Background: an optimization exercise with open tools, aiming at small area. Do not read the settings as production practice. In this exercise RTL edits were held to simulation tests only and were not proved equivalent to the original. No activity file was given, so power comes from the tool's default toggle rates.

==> flow/design.v <==
module mac (
    input               clk,
    input               clr,         
    input   [3:0]       s1,          
    input   [3:0]       s2,          
    input   [3:0]       s3,          
    input   [7:0]       b,
    input   [9:0]       b3,          
    output  [15:0]      c_o
);
reg     [15:0]  acc;
reg     [15:0]  hold;
wire    [15:0]  acc_g = clr ? 16'd0 : acc;
wire    [9:0]   b1 = {2'b00, b};
wire    [9:0]   b2 = {1'b0, b, 1'b0};
wire    [9:0]   pp0, pp1, pp2, pp3;
wire    [15:0]  sum;
assign pp0 = ({10{s1[0]}} & b1) | ({10{s2[0]}} & b2) | ({10{s3[0]}} & b3);
assign pp1 = ({10{s1[1]}} & b1) | ({10{s2[1]}} & b2) | ({10{s3[1]}} & b3);
assign pp2 = ({10{s1[2]}} & b1) | ({10{s2[2]}} & b2) | ({10{s3[2]}} & b3);
assign pp3 = ({10{s1[3]}} & b1) | ({10{s2[3]}} & b2) | ({10{s3[3]}} & b3);
wire t_s1, t_c2, t_s3, t_c4, t_s5, t_c6, t_s7, t_c8, t_s9, t_c10, t_s11, t_c12, t_s13, t_c14, t_s15, t_c16, t_s17, t_c18, t_s19, t_c20, t_s21, t_c22, t_s23, t_c24, t_s25, t_c26, t_s27, t_c28, t_s29, t_c30, t_s31, t_c32, t_s33, t_c34, t_s35, t_c36, t_s37, t_c38, t_s39, t_c40, t_s41, t_c42, t_s43, t_c44, t_s45, t_c46, t_s47, t_c48, t_s49, t_c50, t_s51, t_c52, t_s53, t_c54, t_s55, t_c56, t_s57, t_c58, t_s59, t_s60, t_c61, t_s62, t_c63, t_s64, t_c65, t_s66, t_c67, t_s68, t_c69, t_s70, t_c71, t_s72, t_c73, t_s74, t_c75, t_s76, t_c77, t_s78, t_c79, t_s80, t_c81, t_s82, t_c83, t_s84, t_c85, t_s86, t_c87, t_s88, t_c89, t_s90;
assign t_s1 = pp0[6] ^ pp1[4];
assign t_c2 = pp0[6] & pp1[4];
assign t_s3 = pp0[7] ^ pp1[5] ^ pp2[3];
assign t_c4 = (pp0[7] & pp1[5]) | (pp2[3] & (pp0[7] ^ pp1[5]));
assign t_s5 = pp0[8] ^ pp1[6] ^ pp2[4];
assign t_c6 = (pp0[8] & pp1[6]) | (pp2[4] & (pp0[8] ^ pp1[6]));
assign t_s7 = pp0[9] ^ pp1[7] ^ pp2[5];
assign t_c8 = (pp0[9] & pp1[7]) | (pp2[5] & (pp0[9] ^ pp1[7]));
assign t_s9 = pp1[8] ^ pp2[6];
assign t_c10 = pp1[8] & pp2[6];
assign t_s11 = pp1[9] ^ pp2[7];
assign t_c12 = pp1[9] & pp2[7];
assign t_s13 = pp0[4] ^ pp1[2];
assign t_c14 = pp0[4] & pp1[2];
assign t_s15 = pp0[5] ^ pp1[3] ^ pp2[1];
assign t_c16 = (pp0[5] & pp1[3]) | (pp2[1] & (pp0[5] ^ pp1[3]));
assign t_s17 = pp2[2] ^ pp3[0] ^ acc_g[6];
assign t_c18 = (pp2[2] & pp3[0]) | (acc_g[6] & (pp2[2] ^ pp3[0]));
assign t_s19 = pp3[1] ^ acc_g[7] ^ t_s3;
assign t_c20 = (pp3[1] & acc_g[7]) | (t_s3 & (pp3[1] ^ acc_g[7]));
assign t_s21 = pp3[2] ^ acc_g[8] ^ t_s5;
assign t_c22 = (pp3[2] & acc_g[8]) | (t_s5 & (pp3[2] ^ acc_g[8]));
assign t_s23 = pp3[3] ^ acc_g[9] ^ t_s7;
assign t_c24 = (pp3[3] & acc_g[9]) | (t_s7 & (pp3[3] ^ acc_g[9]));
assign t_s25 = pp3[4] ^ acc_g[10] ^ t_s9;
assign t_c26 = (pp3[4] & acc_g[10]) | (t_s9 & (pp3[4] ^ acc_g[10]));
assign t_s27 = pp3[5] ^ acc_g[11] ^ t_s11;
assign t_c28 = (pp3[5] & acc_g[11]) | (t_s11 & (pp3[5] ^ acc_g[11]));
assign t_s29 = pp2[8] ^ pp3[6] ^ acc_g[12];
assign t_c30 = (pp2[8] & pp3[6]) | (acc_g[12] & (pp2[8] ^ pp3[6]));
assign t_s31 = pp2[9] ^ pp3[7];
assign t_c32 = pp2[9] & pp3[7];
assign t_s33 = pp0[2] ^ pp1[0];
assign t_c34 = pp0[2] & pp1[0];
assign t_s35 = pp0[3] ^ pp1[1] ^ acc_g[3];
assign t_c36 = (pp0[3] & pp1[1]) | (acc_g[3] & (pp0[3] ^ pp1[1]));
assign t_s37 = pp2[0] ^ acc_g[4] ^ t_s13;
assign t_c38 = (pp2[0] & acc_g[4]) | (t_s13 & (pp2[0] ^ acc_g[4]));
assign t_s39 = acc_g[5] ^ t_s15 ^ t_c14;
assign t_c40 = (acc_g[5] & t_s15) | (t_c14 & (acc_g[5] ^ t_s15));
assign t_s41 = t_s1 ^ t_s17 ^ t_c16;
assign t_c42 = (t_s1 & t_s17) | (t_c16 & (t_s1 ^ t_s17));
assign t_s43 = t_c2 ^ t_s19 ^ t_c18;
assign t_c44 = (t_c2 & t_s19) | (t_c18 & (t_c2 ^ t_s19));
assign t_s45 = t_c4 ^ t_s21 ^ t_c20;
assign t_c46 = (t_c4 & t_s21) | (t_c20 & (t_c4 ^ t_s21));
assign t_s47 = t_c6 ^ t_s23 ^ t_c22;
assign t_c48 = (t_c6 & t_s23) | (t_c22 & (t_c6 ^ t_s23));
assign t_s49 = t_c8 ^ t_s25 ^ t_c24;
assign t_c50 = (t_c8 & t_s25) | (t_c24 & (t_c8 ^ t_s25));
assign t_s51 = t_c10 ^ t_s27 ^ t_c26;
assign t_c52 = (t_c10 & t_s27) | (t_c26 & (t_c10 ^ t_s27));
assign t_s53 = t_c12 ^ t_s29 ^ t_c28;
assign t_c54 = (t_c12 & t_s29) | (t_c28 & (t_c12 ^ t_s29));
assign t_s55 = acc_g[13] ^ t_s31 ^ t_c30;
assign t_c56 = (acc_g[13] & t_s31) | (t_c30 & (acc_g[13] ^ t_s31));
assign t_s57 = pp3[8] ^ acc_g[14] ^ t_c32;
assign t_c58 = (pp3[8] & acc_g[14]) | (t_c32 & (pp3[8] ^ acc_g[14]));
assign t_s59 = pp3[9] ^ acc_g[15];
assign t_s60 = pp0[0] ^ acc_g[0];
assign t_c61 = pp0[0] & acc_g[0];
assign t_s62 = pp0[1] ^ acc_g[1] ^ t_c61;
assign t_c63 = (pp0[1] & acc_g[1]) | (t_c61 & (pp0[1] ^ acc_g[1]));
assign t_s64 = acc_g[2] ^ t_s33 ^ t_c63;
assign t_c65 = (acc_g[2] & t_s33) | (t_c63 & (acc_g[2] ^ t_s33));
assign t_s66 = t_s35 ^ t_c34 ^ t_c65;
assign t_c67 = (t_s35 & t_c34) | (t_c65 & (t_s35 ^ t_c34));
assign t_s68 = t_s37 ^ t_c36 ^ t_c67;
assign t_c69 = (t_s37 & t_c36) | (t_c67 & (t_s37 ^ t_c36));
assign t_s70 = t_s39 ^ t_c38 ^ t_c69;
assign t_c71 = (t_s39 & t_c38) | (t_c69 & (t_s39 ^ t_c38));
assign t_s72 = t_s41 ^ t_c40 ^ t_c71;
assign t_c73 = (t_s41 & t_c40) | (t_c71 & (t_s41 ^ t_c40));
assign t_s74 = t_s43 ^ t_c42 ^ t_c73;
assign t_c75 = (t_s43 & t_c42) | (t_c73 & (t_s43 ^ t_c42));
assign t_s76 = t_s45 ^ t_c44 ^ t_c75;
assign t_c77 = (t_s45 & t_c44) | (t_c75 & (t_s45 ^ t_c44));
assign t_s78 = t_s47 ^ t_c46 ^ t_c77;
assign t_c79 = (t_s47 & t_c46) | (t_c77 & (t_s47 ^ t_c46));
assign t_s80 = t_s49 ^ t_c48 ^ t_c79;
assign t_c81 = (t_s49 & t_c48) | (t_c79 & (t_s49 ^ t_c48));
assign t_s82 = t_s51 ^ t_c50 ^ t_c81;
assign t_c83 = (t_s51 & t_c50) | (t_c81 & (t_s51 ^ t_c50));
assign t_s84 = t_s53 ^ t_c52 ^ t_c83;
assign t_c85 = (t_s53 & t_c52) | (t_c83 & (t_s53 ^ t_c52));
assign t_s86 = t_s55 ^ t_c54 ^ t_c85;
assign t_c87 = (t_s55 & t_c54) | (t_c85 & (t_s55 ^ t_c54));
assign t_s88 = t_s57 ^ t_c56 ^ t_c87;
assign t_c89 = (t_s57 & t_c56) | (t_c87 & (t_s57 ^ t_c56));
assign t_s90 = t_s59 ^ t_c58 ^ t_c89;
assign sum = {t_s90, t_s88, t_s86, t_s84, t_s82, t_s80, t_s78, t_s76, t_s74, t_s72, t_s70, t_s68, t_s66, t_s64, t_s62, t_s60};
always_ff @( posedge clk ) begin
    acc <= sum;
    if ( clr ) hold <= acc;
end
assign c_o = hold;
endmodule
module systolic_core #(
    parameter   ARRAY_HEIGHT    =   8,
    parameter   ARRAY_WIDTH     =   8,
    parameter   DATA_WIDTH      =   8
) (
    input                                                           clk     ,
    input                                                           reset_n ,
    input                                                           first   ,
    input   [DATA_WIDTH * ARRAY_HEIGHT - 1 : 0]                     a_col   ,
    input   [DATA_WIDTH * ARRAY_WIDTH - 1 : 0]                      b_row   ,
    output  [2 * DATA_WIDTH * ARRAY_HEIGHT * ARRAY_WIDTH - 1 : 0]   c_tile  ,
    output  reg                                                     c_valid
);
localparam  CW      = 2 * DATA_WIDTH;
localparam  LAT     = 16;
reg     [DATA_WIDTH * ARRAY_HEIGHT - 1 : 0]     a_d;
reg     [DATA_WIDTH * ARRAY_WIDTH - 1 : 0]      b_d;
reg     [LAT - 2 : 0]                           first_d;     
always_ff @( posedge clk ) begin
    a_d <= a_col;
    b_d <= b_row;
end
always_ff @( posedge clk or negedge reset_n )
    if ( ~reset_n ) begin
        first_d <= 'd0;
        c_valid <= 1'b0;
    end else begin
        first_d <= {first_d[LAT - 3 : 0], first};
        c_valid <= first_d[LAT - 2];
    end
wire clr = first_d[0];
wire [10 * ARRAY_WIDTH - 1 : 0] b3_all;      
genvar i, j, k;
generate
    for ( i = 0; i < ARRAY_HEIGHT; i = i + 1 ) begin : row
        wire [3:0] s1, s2, s3;
        for ( k = 0; k < 4; k = k + 1 ) begin : digit
            assign s1[k] =  a_d[i * DATA_WIDTH + 2 * k] & ~a_d[i * DATA_WIDTH + 2 * k + 1];
            assign s2[k] = ~a_d[i * DATA_WIDTH + 2 * k] &  a_d[i * DATA_WIDTH + 2 * k + 1];
            assign s3[k] =  a_d[i * DATA_WIDTH + 2 * k] &  a_d[i * DATA_WIDTH + 2 * k + 1];
        end
        for ( j = 0; j < ARRAY_WIDTH; j = j + 1 ) begin : col
            mac mac_i (
                .clk    ( clk                                           ),
                .clr    ( clr                                           ),
                .s1     ( s1                                            ),
                .s2     ( s2                                            ),
                .s3     ( s3                                            ),
                .b      ( b_d[j * DATA_WIDTH +: DATA_WIDTH]            ),
                .b3     ( b3_all[j * 10 +: 10]                          ),
                .c_o    ( c_tile[(i * ARRAY_WIDTH + j) * CW +: CW]      )
            );
        end
    end
    for ( j = 0; j < ARRAY_WIDTH; j = j + 1 ) begin : col3
        wire [7:0] b = b_row[j * DATA_WIDTH +: DATA_WIDTH];
        wire [9:0] b3;
        wire [8:0] c;
        reg  [9:1] b3_d;
        assign b3[0] = b[0];
        assign c[0]  = 1'b0;
        assign b3[1] = b[1] ^ b[0];
        assign c[1]  = b[1] & b[0];
        for ( k = 2; k < 8; k = k + 1 ) begin : bit_
            assign b3[k]  = b[k] ^ b[k - 1] ^ c[k - 1];
            assign c[k]   = (b[k] & b[k - 1]) | (c[k - 1] & (b[k] ^ b[k - 1]));
        end
        assign b3[8] = b[7] ^ c[7];
        assign b3[9] = b[7] & c[7];
        always_ff @( posedge clk )
            b3_d <= b3[9:1];
        assign b3_all[j * 10 +: 10] = {b3_d, b_d[j * DATA_WIDTH]};
    end
endgenerate
endmodule
==> flow/flow/run.sh <==
#!/bin/bash
# Layout flow: the standard flow (standard.sh, ORFS), with three changes:
#  - synthesis: Yosys's own early ABC pass is skipped (synth -noabc), so the
#    generated full-adder tree reaches extract_fa as written, and the final ABC
#    mapping uses an area-oriented script (flow/area.abc) instead of the
#    delay-oriented one;
#  - port buffers are the smallest buffer (buf_1);
#  - CTS builds the tree from clkbuf_8 and inserts no dummy loads;
#  - global routing assumes less capacity on met1/met2 (flow/fastroute.tcl).
# Every tool's output goes to a log file in this folder (and ORFS's own logs).
set -euo pipefail
here=$(pwd)

# ORFS synth.tcl with the ABC script replaced
sed 's#^source \$::env(SCRIPTS_DIR)/synth_preamble.tcl#&\nlset abc_args 1 $::env(MY_ABC_SCRIPT)#' \
    "$FLOW_HOME/scripts/synth.tcl" > "$here/my_synth.tcl"
grep -q 'MY_ABC_SCRIPT' "$here/my_synth.tcl"
# The standard flow's synthesis script, sourcing the patched synth.tcl
sed "s#source \$::env(SCRIPTS_DIR)/synth.tcl#source $here/my_synth.tcl#" \
    "$here/synth_recipe.tcl" > "$here/my_synth_recipe.tcl"
grep -q 'my_synth.tcl' "$here/my_synth_recipe.tcl"

bash "$here/standard.sh" \
    SYNTH_SCRIPT="$here/my_synth_recipe.tcl" \
    SYNTH_ARGS=-noabc \
    MY_ABC_SCRIPT="$here/flow/area.abc" \
    BUFFER_PORTS_ARGS="-buffer_cell sky130_fd_sc_hd__buf_1" \
    CTS_ARGS="-sink_clustering_enable -repair_clock_nets -dont_use_dummy_load -buf_list sky130_fd_sc_hd__clkbuf_8" \
    FASTROUTE_TCL="$here/flow/fastroute.tcl" \
    finish > "$here/flow_make.log" 2>&1
==> flow/flow/area.abc <==
strash
dch
amap -F 3 -A 8
topo
stime -c
==> flow/flow/fastroute.tcl <==
# The platform's global-routing setup, with less capacity assumed on met1 and
# met2 so that long wires go to met3/met4 and leave met1/met2 to pin access.
set_global_routing_layer_adjustment $::env(MIN_ROUTING_LAYER)-$::env(MAX_ROUTING_LAYER) 0.2
set_global_routing_layer_adjustment met1 0.55
set_global_routing_layer_adjustment met2 0.4

set_routing_layers -clock $::env(MIN_CLK_ROUTING_LAYER)-$::env(MAX_ROUTING_LAYER)
set_routing_layers -signal $::env(MIN_ROUTING_LAYER)-$::env(MAX_ROUTING_LAYER)
==> flow/standard.sh <==
#!/bin/bash
# synth_recipe.tcl (not shown) runs the flow's synth.tcl, then flattens the netlist and writes it again
# the make line also repeats each setting of config.mk as NAME=value (left out here)
make -C /OpenROAD-flow-scripts/flow DESIGN_CONFIG=/design/flow/config.mk WORK_HOME=/design/flow/orfs CLKGATE_MAP_FILE= SYNTH_SCRIPT=/design/flow/synth_recipe.tcl "${@:-finish}"
==> flow/config.mk <==
export PLATFORM = sky130hd
export DESIGN_NAME = systolic_core
export DESIGN_NICKNAME = systolic_core
export VERILOG_FILES = /design/flow/design.v
export SDC_FILE = /design/flow/constraint.sdc
export NUM_CORES = 4
export LEC_CHECK = 0
export ABC_AREA = 1
export CAP_MARGIN = 20
export CELL_PAD_IN_SITES_DETAIL_PLACEMENT = 1
export CELL_PAD_IN_SITES_GLOBAL_PLACEMENT = 1
export CORE_MARGIN = 2
export CORE_UTILIZATION = 35
export CTS_BUF_LIST = sky130_fd_sc_hd__clkbuf_8
export PLACE_DENSITY = 0.45
export SLEW_MARGIN = 20
==> flow/constraint.sdc <==
create_clock -name core_clock -period 10.0 [get_ports {clk}]
set_input_delay 2.0000 -clock core_clock [delete_from_list [all_inputs] [get_ports {clk}]]
set_output_delay 2.0000 -clock core_clock [all_outputs]
set_load 0.01 [all_outputs]
==> results of run 1 <==
==> cell usage in the layout, fill, tap and decap left out, types with 30 or more instances in the layout <==
cell type / instances
fa_2: 893
inv_2: 30
a21oi_1: 128
o22ai_1: 256
nor2_4: 96
xor2_1: 64
buf_4: 420
ha_1: 464
clkbuf_8: 441
a22oi_1: 256
dfxtp_1: 1112
edfxtp_1: 1024
buf_1: 1155
dfxtp_4: 82
diode_2: 121
dfxtp_2: 30
a222oi_1: 1536
nor2b_1: 1024
clkinv_1: 1656
o21ai_0: 256
fa_1: 1523
nor2_1: 640
==> critical path: stages (launching register included) <==
cell	delay, ps
dfxtp_1	380
clkinv_1	370
nor2_4	960
buf_4	520
a222oi_1	180
clkinv_1	90
ha_1	250
fa_2	390
fa_2	350
fa_2	350
fa_2	390
fa_2	370
fa_2	410
fa_2	370
fa_2	410
fa_2	440
fa_2	370
fa_2	350
fa_2	350
fa_2	340
xor2_1	220
nor2_1	80
a21oi_1	180
nor2_1	70
a21oi_1	130
==> area by class of cell <==
class | count | area [um2]
diodes | 121 | 303
clock buffers | 441 | 6070
fillers | 43700 | 245000
inverters | 1696 | 6390
multi-input cells | 7136 | 87700
flip-flops and latches | 2264 | 56000
well taps | 5497 | 6880
repair buffers | 1610 | 8220
==> state kept, by name, summed over array words and instances (netlist names) <==
register            flops
row.col.mac_i.acc    1024
row.col.mac_i.hold   1024
col3.b3_d              72
a_d                    64
b_d                    64
first_d                15
c_valid                 1
==> power by group through the flow <==
stage	registers (uW)	clock network [uW]	logic [uW]
3_5_place_dp	18000	0	23900
4_1_cts	17900	8120	24500
2_1_floorplan	16200	0	13600
3_3_place_gp	18000	0	23100
5_1_grt	18300	8430	27600
6_report	18200	7930	25000
==> final timing paths <==
kind	startpoint	end	slack, ps	depth (start not counted)
max in group asynchronous	reset_n	first_d[0]	8530	1
max reg2reg	a_d[32]	row[4].col[6].mac_i.acc[15]	1610	24
min reg2reg	first_d[1]	first_d[2]	350	0
min in group asynchronous	reset_n	first_d[2]	900	1
min	first_d[1]	first_d[2]	350	0
max	a_d[32]	row[4].col[6].mac_i.acc[15]	1610	24
==> per-layer routing <==
| layer | wire length (um) | GRT usage (%) | vias to the layer above | share of wire, % |
|---|---|---|---|---|
| li1 | - | - | 45100 | - |
| met1 | 301000 | 72.4 | 59500 | 34 |
| met2 | 302000 | 60.4 | 11500 | 34 |
| met3 | 189000 | 45.3 | 3030 | 21 |
| met4 | 92600 | 41.3 | 158 | 10 |
| met5 | 4370 | 10.5 | - | 0.49 |
==> cells by family (layout without fill, tap and decap cells) <==
| group | Yosys count | in the layout | synth area share, % |
|---|---|---|---|
| xor gates and xnor gates | 64 | 64 | 0.382 |
| DFF | 2264 | 2264 | 37.9 |
| and+or+nand+nor | 1760 | 1760 | 6.25 |
| buffers and inverters | 1696 | 3747 | 4.34 |
| AOI/OAI and AO/OA | 2432 | 2432 | 14.2 |
| other | 0 | 121 | 0 |
| adders and majority gates | 2880 | 2880 | 36.9 |
==> cells in the mapped netlist (128+ instances only) <==
cell	count	share of area [%]
edfxtp_1	1024	21
dfxtp_1	1224	17
ha_1	464	4.0
nor2_1	736	1.9
a22oi_1	256	1.3
o21ai_0	256	0.87
clkinv_1	1696	4.3
a222oi_1	1536	10
o22ai_1	256	1.1
fa_1	2416	33
a21oi_1	128	0.44
nor2b_1	1024	4.4
==> metrics by stage <==
step           setup TNS, ps  total power, uW
3_3_place_gp               0            41200
5_1_grt                    0            54400
6_report                   0            51100
2_1_floorplan       -8565550            29800
3_5_place_dp               0            41900
4_1_cts                    0            50600
==> run notes, run 1 <==
- Status: complete, no violations
- Die Area: 0.424 mm2
- Worst VDD drop: 0.000129 V
- Vias in the first global route: between 100k and 150k
- # DRC: 0
- Die width: around 650 um
- Bufs on Longest Clock Path: 4
- CTS tree: yes
- Post-synthesis cell type count: 14
- WS Path Type: register to register
- Port bufs: 1155
- Tcrit/Tclk final: 83.9%
- Combinational power share: 49.0%
- Post-CTS sizing: 0
- Starting DRT DRC Count: 13000
- Post-Place Setup Slack: 1630 ps
- Clock Latency Late Sink: 1280 ps
- Inserted Clock Buffers: 441
- CP startpoint kind: register
- Layout cells sized above 1: 15.5%
- Fin area: 0.172 mm2
- Syn nets: 14100
- Sequential fraction of the synthesis area: between 30% and 40%
- DP Wirelength: 592000 um
- Clock power frac: approximately 16%
- Hold_buf cts: 0
- Hold Crit Class: register to register
- WL final: 889000 um
- Final core occ: 41.1%
- Inst Count DP: 18200
- Area Overhead vs Synth: 16.9%
- Max-Cap Viols: 0
- Worst-path clk slew: 50 ps
- WP data required: roughly 11000 ps
- CTS Sinks: 2264
- Chip height: 652 um
- TritonRoute pass-1 iters: 13
- RSZ-0062 raised after global routing: no
- Least-Margin Pin Slew: approximately 1200 ps
- Main synth FF type: dfxtp_1
- Pint: 28200 uW
- Slew Viols, Final: 0
- I/O Pins: 1156
- Final hold slack: 346 ps
- Placed Area: 0.165 mm2
- Achievable Freq: around 120 MHz
- Mapped Area: 0.147 mm2
- Total global-route track usage: a little over half
- Via density: between 6 and 7
- Crit path time final: 8390 ps
- Largest net degree at the start of global routing: about 130
- Clock root buffer: clkbuf_8
- Sw Ratio: 44.8%
- Placeable Area: 0.417 mm2
- First-pass GRT wire length: 1190000 um
- Crit path DAT: 9520 ps
- Routed Antenna Nets: 0
- Worst Skew: about 150 ps
- Fin. Hold Viols: 0
- Leak Pwr: 0.0643 uW
- Pwr/cell area: 298 mW/mm2
- Layout Cells excl Fill: ~19000
- Max FO, Critical Path: 32
- Global route total overflow: 0
- Slew HR: 18.8%
- PnR worst setup slack: approximately 1600 ps
- Initial antenna violation count: 97
- Avg Inst Size Synth: 13.2 um2
- Instance count of the mapped netlist: 11100
- Post-CTS Setup Bufs: 0
- CP Capture Type: register
- Num rows: 237
- Via count: 119000
- Post-synth EDFFs: 1024
- Ys Warns: 2
- H-tree depth: 5
- Routed wire length per instance: 47.4 um
- Sw power: about 23000 uW
- Nets@finish: 16200
- FFs w/ async S/R, synth: less than 1%
- Routability-driven placement congestion ratio: 1.03
- Sequential power share: 35.5%
- # setup viols final: 0
- Seq cells post-synth: 2264
- Initial core utilization: 35.2%
==> inputs of run 2 (changes only) <==
--- a/flow/flow/run.sh
+++ b/flow/flow/run.sh
@@ -1,12 +1,16 @@
 #!/bin/bash
-# Layout flow: the standard flow (standard.sh, ORFS), with three changes:
+# Layout flow: the standard flow (standard.sh, ORFS), with these changes:
 #  - synthesis: Yosys's own early ABC pass is skipped (synth -noabc), so the
 #    generated full-adder tree reaches extract_fa as written, and the final ABC
 #    mapping uses an area-oriented script (flow/area.abc) instead of the
 #    delay-oriented one;
 #  - port buffers are the smallest buffer (buf_1);
-#  - CTS builds the tree from clkbuf_8 and inserts no dummy loads;
-#  - global routing assumes less capacity on met1/met2 (flow/fastroute.tcl).
+#  - CTS builds the tree from clkbuf_8 and
+#    inserts no dummy loads;
+#  - global routing assumes less capacity on met1/met2 (flow/fastroute.tcl);
+#  - the floorplan step does not size up cells for the timing of the unplaced,
+#    unbuffered netlist (REMOVE_ABC_BUFFERS=1: it only removes buffers); timing
+#    is repaired after placement and CTS as usual.
 # Every tool's output goes to a log file in this folder (and ORFS's own logs).
 set -euo pipefail
 here=$(pwd)
@@ -27,4 +31,6 @@
     BUFFER_PORTS_ARGS="-buffer_cell sky130_fd_sc_hd__buf_1" \
     CTS_ARGS="-sink_clustering_enable -repair_clock_nets -dont_use_dummy_load -buf_list sky130_fd_sc_hd__clkbuf_8" \
     FASTROUTE_TCL="$here/flow/fastroute.tcl" \
+    REMOVE_ABC_BUFFERS=1 \
+    NUM_CORES=8 \
     finish > "$here/flow_make.log" 2>&1
==> flow/flow/fastroute.tcl (replaced) <==
# The platform's global-routing setup, with less capacity assumed on met1 and
# met2 so that long wires go to met3/met4 and leave met1/met2 to pin access.
set_global_routing_layer_adjustment $::env(MIN_ROUTING_LAYER)-$::env(MAX_ROUTING_LAYER) 0.2
set_global_routing_layer_adjustment met1 0.7
set_global_routing_layer_adjustment met2 0.5

set_routing_layers -clock $::env(MIN_CLK_ROUTING_LAYER)-$::env(MAX_ROUTING_LAYER)
set_routing_layers -signal $::env(MIN_ROUTING_LAYER)-$::env(MAX_ROUTING_LAYER)
--- a/flow/config.mk
+++ b/flow/config.mk
@@ -6,11 +6,11 @@
 export NUM_CORES = 4
 export LEC_CHECK = 0
 export ABC_AREA = 1
-export CAP_MARGIN = 20
+export CAP_MARGIN = 10
 export CELL_PAD_IN_SITES_DETAIL_PLACEMENT = 1
 export CELL_PAD_IN_SITES_GLOBAL_PLACEMENT = 1
 export CORE_MARGIN = 2
-export CORE_UTILIZATION = 35
+export CORE_UTILIZATION = 30
 export CTS_BUF_LIST = sky130_fd_sc_hd__clkbuf_8
-export PLACE_DENSITY = 0.45
-export SLEW_MARGIN = 20
+export PLACE_DENSITY = 0.4
+export SLEW_MARGIN = 10
==> run 2 against run 1 <==
Critical endpoint is now row[4].col[1].mac_i.acc[15]. Setup slack worse by 1200 ps. Still clean. Sequential power up 2%. Largest cell class unchanged. Synthesized cell count unchanged. Design area is 0.89% higher. Flip-flop and latch count unchanged. Core utilization is 5.6 points lower.
==> run notes, run 2 <==
- Avg Inst Size Synth: 13.2 um2
- XOR/XNOR Fraction of Synth Area: less than 1%
- Sequential fraction of the synthesis area: 37.9%
- CTS Sinks: 2264
- Chip height: 703 um
- Most frequent cell after synthesis: fa_1
- Crit-path cells: clkinv_1, nor2_4, buf_4, buf_4, a222oi_1, clkinv_1, fa_1, fa_1, fa_1, fa_1, fa_1, fa_1, fa_1, fa_1, fa_1, fa_1, fa_1, fa_1, xor2_1, nor2_1, a21oi_1, nor2_1, a21oi_1
- Min-Delay Startpoint: first_d[1]
- Area Overhead vs Synth: 17.9%
- # setup viols final: 0
- Largest net degree at the start of global routing: 176
- Port bufs: 1155
- Slew HR: 5.09%
- H-tree depth: 5
- Crit path DAT: approximately 11000 ps
- Area occupied by multi-input gates: 0.0855 mm2
- Initial core utilization: 30.2%
- Routed wire length per instance: 48.0 um
- Fin area: 0.173 mm2
- Main synth FF type: dfxtp_1
- Hold_buf cts: 0
- Die width: 703 um
- Instance count of the mapped netlist: 11100
- R2R Path Start: a_d[32]
- Register Area: 0.0560 mm2
- Least-Margin Pin Slew: around 1400 ps
- DP Wirelength: 665000 um
- CP Capture Type: register
- WL final: 963000 um
- WS Path Type: register to register
- Pwr/cell area: 295 mW/mm2
- Post-Place Setup Slack: 375 ps
- Placeable Area: 0.487 mm2
- Crit-path slowest cell: nor2_4
- Crit path time final: 9600 ps
- Bufs on Longest Clock Path: 4
- Placed Area: 0.166 mm2
- Mapped Area: around 0.15 mm2
- WP data required: 11270 ps
- Final hold slack: between 300 and 400 ps
- Total global-route track usage: 57.9%
- Largest area contributor in the netlist: fa_1
- Max-Cap Viols: 0
- Global route total overflow: 0
- Layout cells sized above 1: a little over a tenth
- Cell depth of the worst flop-to-flop path: 23
- Die Area: 0.495 mm2
- Simple-gate share of the synthesized area: 6.25%
- Initial antenna violation count: ~150
- TritonRoute pass-1 iters: 14
- Min-Delay Endpoint: first_d[2]
- CP peak stage delay: between 600 and 700 ps
- Post-synth EDFFs: 1024
- Status: complete, no violations
- Worst Skew: 171 ps
- Largest regs: row.col.mac_i.acc (1024), row.col.mac_i.hold (1024), col3.b3_d (72)
- Post-synth top cells: fa_1, clkinv_1, a222oi_1, dfxtp_1
- Worst path bufs/invs: 4
- Inserted Clock Buffers: 454
- Vias in the first global route: 149000
- Commonest non-fill, non-tap cells in the layout: fa_1, clkinv_1, a222oi_1
- Area fraction in compound gates after synthesis: between 10% and 20%
- Max FO, Critical Path: 28
- Critical path's most frequent cell: fa_1
- CTS tree: yes
- Tcrit/Tclk final: between 90% and 100%
- Clock Latency Late Sink: 1340 ps
- Hold Crit Class: register to register
- Top cells by area, synth: fa_1, edfxtp_1, dfxtp_1
- I/O Pins: approximately 1200
- Total power: 51100 uW
- Share of the synthesized area in the top cell type: 33.0%
- Largest family of logic cells by synthesized area: adder cells
- Routed Antenna Nets: 0
- Via count: 123000
- Num rows: 256
- Fin. Hold Viols: 0
- Adder-cell share of the synthesized area: around 37%
- Worst VDD drop: 0.000119 V
- RR Endpoint: row[4].col[1].mac_i.acc[15]
- Fillers: 52000
- Top delay family on crit path: adder cells
- Slew Viols, Final: 0
- Most common cell after layout, fill and taps aside: fa_1
- PnR worst setup slack: 402 ps
- Leak Pwr: 0.0669 uW
- Seq cells post-synth: 2264
- Hold depth: 0
- Post-synthesis cell type count: 14
- Mux share of post-synthesis cell area: 0%
- Nets@finish: between 15000 and 20000
- First-pass GRT wire length: around 1300000 um
- CP startpoint kind: register
- Via density: 6.15
- # DRC: 0
- Routability-driven placement congestion ratio: 1.07
- Ys Warns: 2
- Worst R2R Setup Slack: between 400 and 500 ps
- Worst-path clk slew: 60 ps
- Clock root buffer: clkbuf_8
- Achievable Freq: 104 MHz
- Starting DRT DRC Count: 11400
- FFs w/ async S/R, synth: less than 1%
run 2: cell counts after synthesis:
Identical to the previous run, type by type.
run 2: metal layers:
metal / global-route usage (%) / vias to the layer above / wire length [um]
li1: - / 45800 / -
met1: 75.8 / 57500 / 274000
met2: 63.5 / 15600 / 302000
met3: 57.0 / 4108 / 258000
met4: 43.4 / 373 / 115000
met5: 24.2 / - / 13100
run 2: kinds of logic after synthesis:
kind of cell,count (synthesis)
compound gates,2432
xor+xnor,64
fa+ha+maj,2880
buf+inv,1696
flops,2264
simple gates,1760
run 2: what timing repair did:
item	4_1_cts	5_1_grt
setup buffers	0	30
resized for setup	0	2
endpoints found under the setup margin	0	17
run 2: cell type report:
class	count	share of cell area, %
antenna	200	0.289
clock buffer	454	3.61
inverter	1696	3.69
multi-input combinational	7142	49.4
sequential	2264	32.4
tap	6450	4.66
timing repair buffer	1860	5.99
run 2: worst max-delay path by stage:
stage / start / to / slack (ps) / depth (start not counted)
3_5_place_dp: a_d[24] / row[3].col[7].mac_i.acc[15] / 370 / 23
5_1_grt: a_d[56] / row[7].col[0].mac_i.acc[15] / -30 / 25
3_3_place_gp: a_d[56] / row[7].col[5].mac_i.acc[15] / 460 / 23
6_report: a_d[32] / row[4].col[1].mac_i.acc[15] / 400 / 23
4_1_cts: a_d[56] / row[7].col[0].mac_i.acc[15] / 350 / 24
2_1_floorplan: first_d[0] / row[0].col[0].mac_i.acc[15] / -35820 / 20
run 2: metrics by stage:
stage                     setup TNS, ps  std cells  util, %
after global placement                0      19400     34.1
after CTS                             0      19800     35.4
final                                 0      20100     35.6
after floorplan                       -      11100        -
after global routing              -36.7      20000     35.5
after detailed placement              0      19400     34.1
run 2: where the power goes:
part	total [uW]	switching (uW)	internal, uW
registers	18600	4490	14100
logic	24400	14900	9460
clock network	8120	4180	3930
total	51100	23600	27500

[separate check: timing with driven ports]
The results above use ideal ports. As a check the final layouts listed here were re-extracted and re-timed, cells and wires unchanged. Step 1 assumes that a clkbuf_16 drives the clock port and a buf_2 every other input. Step 2 also shifts input and output timing later by t, the mid clock arrival at the registers, as if the neighbouring blocks saw the same clock. a / b / c = ideal / step 1 / step 2; a / b = the first two.
| run | t (ns) | setup slack, ns | hold WS [ns] | slew at the worst register clock pin (ns) | worst data-port slew with drivers (ns) |
|---|---|---|---|---|---|
| run 1 | 1.333 | 1.613 / 1.613 / 1.613 | 0.346 / 0.346 / 0.346 | 0.07 / 0.07 | 0.06 |
| run 2 | 1.375 | 0.402 / 0.402 / 0.402 | 0.337 / 0.337 / 0.337 | 0.07 / 0.07 | 0.13 |
After both steps every run listed still meets setup and hold.
